Source: an optimization exercise on an open RTL-to-GDS flow (aim: small area). Production flows keep margins and buffers that such runs may drop. In this exercise RTL edits were held to simulation tests only and were not proved equivalent to the original. Power is estimated from default activity; no workload was simulated.

== wip/willow ==
## top
module top(
    input          clk     ,
    input          rst_n   ,
    output         trig    ,
    input          echo    ,
    output [3:0]   sel     ,
    output [7:0]   seg     ,
    output [2:0]   led     ,
    input          key     ,
    output [3:0]   sel_1   ,
    output [7:0]   seg_1
    );
==> flow/config.mk <==
export PLATFORM = sky130hd
export DESIGN_NAME = top
export DESIGN_NICKNAME = top
export VERILOG_FILES = /design/flow/design.v
export SDC_FILE = /design/flow/constraint.sdc
export NUM_CORES = 8
export LEC_CHECK = 0
export CAP_MARGIN = 20
export CORE_MARGIN = 2
export CORE_UTILIZATION = 75
export PLACE_DENSITY = 0.85
export SLEW_MARGIN = 20
==> flow/constraint.sdc <==
create_clock -name core_clock -period 120.0 [get_ports {clk}]
set_input_delay 24.0000 -clock core_clock [delete_from_list [all_inputs] [get_ports {clk}]]
set_output_delay 24.0000 -clock core_clock [all_outputs]
set_load 0.01 [all_outputs]
standard.sh (not shown) runs the stock make flow with config.mk's settings and CLKGATE_MAP_FILE= SYNTH_SCRIPT=/design/flow/synth_recipe.tcl, a recipe that flattens the netlist after the stock synthesis.
==> flow/flow/run.sh <==
#!/bin/bash
# Own layout flow: the standard flow with three changes.
#  - Synthesis: the same yosys script as the standard flow's, except that the logic is
#    mapped by an area-only ABC script (area.abc), without yosys's adder
#    extraction and without the Kogge-Stone carry map. It runs for several
#    ABC seeds and keeps the smallest netlist whose registers (names and cell
#    types) equal those of the standard synthesis, which runs first; if none
#    does, the standard synthesis is used.
#  - Clock tree: clkbuf_8 buffers only, no dummy loads.
#  - Port buffers: buf_1.
# Each tool's output goes to a log file in the work folder.
set -euo pipefail
W=$PWD
F=$W/flow
R=$W/orfs/results/$FLOW_PLATFORM/top/base
RB=results/$FLOW_PLATFORM/top/base
NS=6

bash standard.sh synth > std_synth.log 2>&1
cp $R/1_2_yosys.v std_1_2_yosys.v

# 2. own synthesis
EXTRA="CTS_ARGS='-sink_clustering_enable -repair_clock_nets -buf_list sky130_fd_sc_hd__clkbuf_8 -dont_use_dummy_load'"
EXTRA="$EXTRA BUFFER_PORTS_ARGS='-buffer_cell sky130_fd_sc_hd__buf_1'"
sed "s#SYNTH_SCRIPT=[^ ]*#SYNTH_SCRIPT=$F/my_synth.tcl ADDER_MAP_FILE= SYNTH_OPERATIONS_ARGS=-noshare $EXTRA#" standard.sh > my_standard.sh
bash $F/mksynth.sh $W/synth_mod.tcl
export MY_SYNTH_TCL=$W/synth_mod.tcl
for i in $(seq 1 $NS); do
    sed "s/-S 1\b/-S $i/" $F/area.abc > $W/area_$i.abc
    sed "s#WORK_HOME=[^ ]*#WORK_HOME=$W/try$i#" my_standard.sh > try_$i.sh
    (MY_ABC_SCRIPT=$W/area_$i.abc bash try_$i.sh synth > try_$i.log 2>&1 || true) &
done
wait
best=""
bestarea=""
: > flops_check.log
for i in $(seq 1 $NS); do
    f=$W/try$i/$RB/1_2_yosys.v
    st=$W/try$i/reports/$FLOW_PLATFORM/top/base/synth_stat.txt
    [[ -f $f && -f $st ]] || continue
    python3 $F/flops.py std_1_2_yosys.v $f >> flops_check.log 2>&1 || continue
    a=$(grep "Chip area" $st | awk '{print $NF}')
    echo "try $i: area $a" >> flops_check.log
    if [[ -z $best ]] || python3 -c "import sys; sys.exit(0 if $a < $bestarea else 1)"; then
        best=$i
        bestarea=$a
    fi
done
if [[ -n $best ]]; then
    cp $W/try$best/$RB/1_2_yosys.v $R/1_2_yosys.v
    echo "own synthesis used: try $best, area $bestarea" >> flops_check.log
else
    cp std_1_2_yosys.v $R/1_2_yosys.v
    echo "standard synthesis used" >> flops_check.log
fi
rm -f $R/1_synth.odb $R/1_synth.sdc
touch $R/1_2_yosys.v
bash standard.sh synth > odb_synth.log 2>&1

# 3. the rest of the flow
bash my_standard.sh > my_flow.log 2>&1
Other scripts of this flow, unchanged in this note and not shown: flow/flow/area.abc, flow/flow/flops.py, flow/flow/mksynth.sh, flow/flow/my_synth.tcl
### wip/willow -> wip/lagoon
- changing CORE_UTILIZATION from 75 to 60
- removing PLACE_DENSITY (formerly 0.85)
## What came out
- Compared with wip/willow, wip/lagoon shows a utilization after layout that is 17 points lower.
- wip/lagoon against wip/willow; global-route wire length before repair is down by a few percent.
- wip/lagoon against wip/willow: fraction of power consumed by combinational cells now larger, routed length per instance decreased about 5%.
- From wip/willow to wip/lagoon, average cell area after synthesis did not move at all.
- Going from wip/willow to wip/lagoon, minimum setup slack among reg-to-reg paths +380 ps, total routing resource utilization after global routing -6.6 points, clock period minus worst slack -530 ps, placement-stage worst setup slack +290 ps.
- Share of total power in the clock network for wip/lagoon is lower than for wip/willow.
- On final worst-path setup slack: between wip/lagoon and wip/willow, it ends up higher for wip/lagoon.
- wip/lagoon completed; timing, DRC and antenna clean
Input changes introduced in wip/raven (baseline for comparison: wip/lagoon):
- CORE_UTILIZATION now 85, was 60
- PLACE_DENSITY now 0.95, previously not set
--- a/flow/flow/run.sh
+++ b/flow/flow/run.sh
@@ -22,3 +22,3 @@
 # 2. own synthesis
-EXTRA="CTS_ARGS='-sink_clustering_enable -repair_clock_nets -buf_list sky130_fd_sc_hd__clkbuf_8 -dont_use_dummy_load'"
+EXTRA="CTS_ARGS='-sink_clustering_enable -repair_clock_nets -buf_list sky130_fd_sc_hd__clkbuf_4 -dont_use_dummy_load'"
 EXTRA="$EXTRA BUFFER_PORTS_ARGS='-buffer_cell sky130_fd_sc_hd__buf_1'"
Findings:
- Of wip/raven and wip/lagoon, only wip/raven fails to finish with a clean layout.
- wip/raven vs wip/lagoon: number of core rows down in wip/raven
- Width of the die (higher): wip/lagoon
- wip/raven vs. wip/lagoon: initial core utilization went up by 26 points.
- Diff wip/lagoon..wip/raven | netlist area before placement | unchanged
- ~same per-instance average area after synthesis in wip/raven and wip/lagoon
- Looking at wip/raven and wip/lagoon, the number of cells produced by synthesis is a wash.
- Taking wip/raven as 1.0, wip/lagoon lands at 1.18 on chip height.
[inputs] wip/ember vs wip/raven
- a deleted PLACE_DENSITY that had been 0.95
- a change of CORE_UTILIZATION from 85 to 40
--- a/flow/flow/run.sh
+++ b/flow/flow/run.sh
@@ -22,3 +22,3 @@
 # 2. own synthesis
-EXTRA="CTS_ARGS='-sink_clustering_enable -repair_clock_nets -buf_list sky130_fd_sc_hd__clkbuf_4 -dont_use_dummy_load'"
+EXTRA="CTS_ARGS='-sink_clustering_enable -repair_clock_nets -buf_list sky130_fd_sc_hd__clkbuf_8 -dont_use_dummy_load'"
 EXTRA="$EXTRA BUFFER_PORTS_ARGS='-buffer_cell sky130_fd_sc_hd__buf_1'"
Findings:
Synthesized area: wip/ember vs wip/raven identical
Starting density of the core is higher on wip/raven
wip/ember completed end to end with timing, DRC and antenna clean.
Vertical die dimension delta for wip/ember relative to wip/raven: about 44% higher

## port drivers added, routing unchanged
No port has a modelled driver above. Below, the same layouts with a new extraction and two added sets of constraints.
Step 1: set_driving_cell puts a clkbuf_16 on clk and a buf_2 on each other input, an assumption about the parent block.
Step 2 also shifts input and output timing later by t, the mid clock arrival at the registers, as if the neighbouring blocks saw the same clock.
Slacks: ideal ports / drivers / drivers and shift; pairs: ideal ports / drivers.
run	t (ns)	setup WS [ns]	latest minus earliest clock arrival (ns)	worst register clock-pin slew, ns	pins driven straight from the clock port
wip/willow	0.476	82.397 / 82.360 / 82.836	0.032 / 0.032	0.09 / 0.09	1
wip/lagoon	0.463	82.931 / 82.891 / 83.354	0.029 / 0.030	0.08 / 0.08	1
wip/ember	0.478	82.800 / 82.761 / 83.238	0.038 / 0.037	0.09 / 0.09	1
After both steps setup and hold are still met in every run listed.
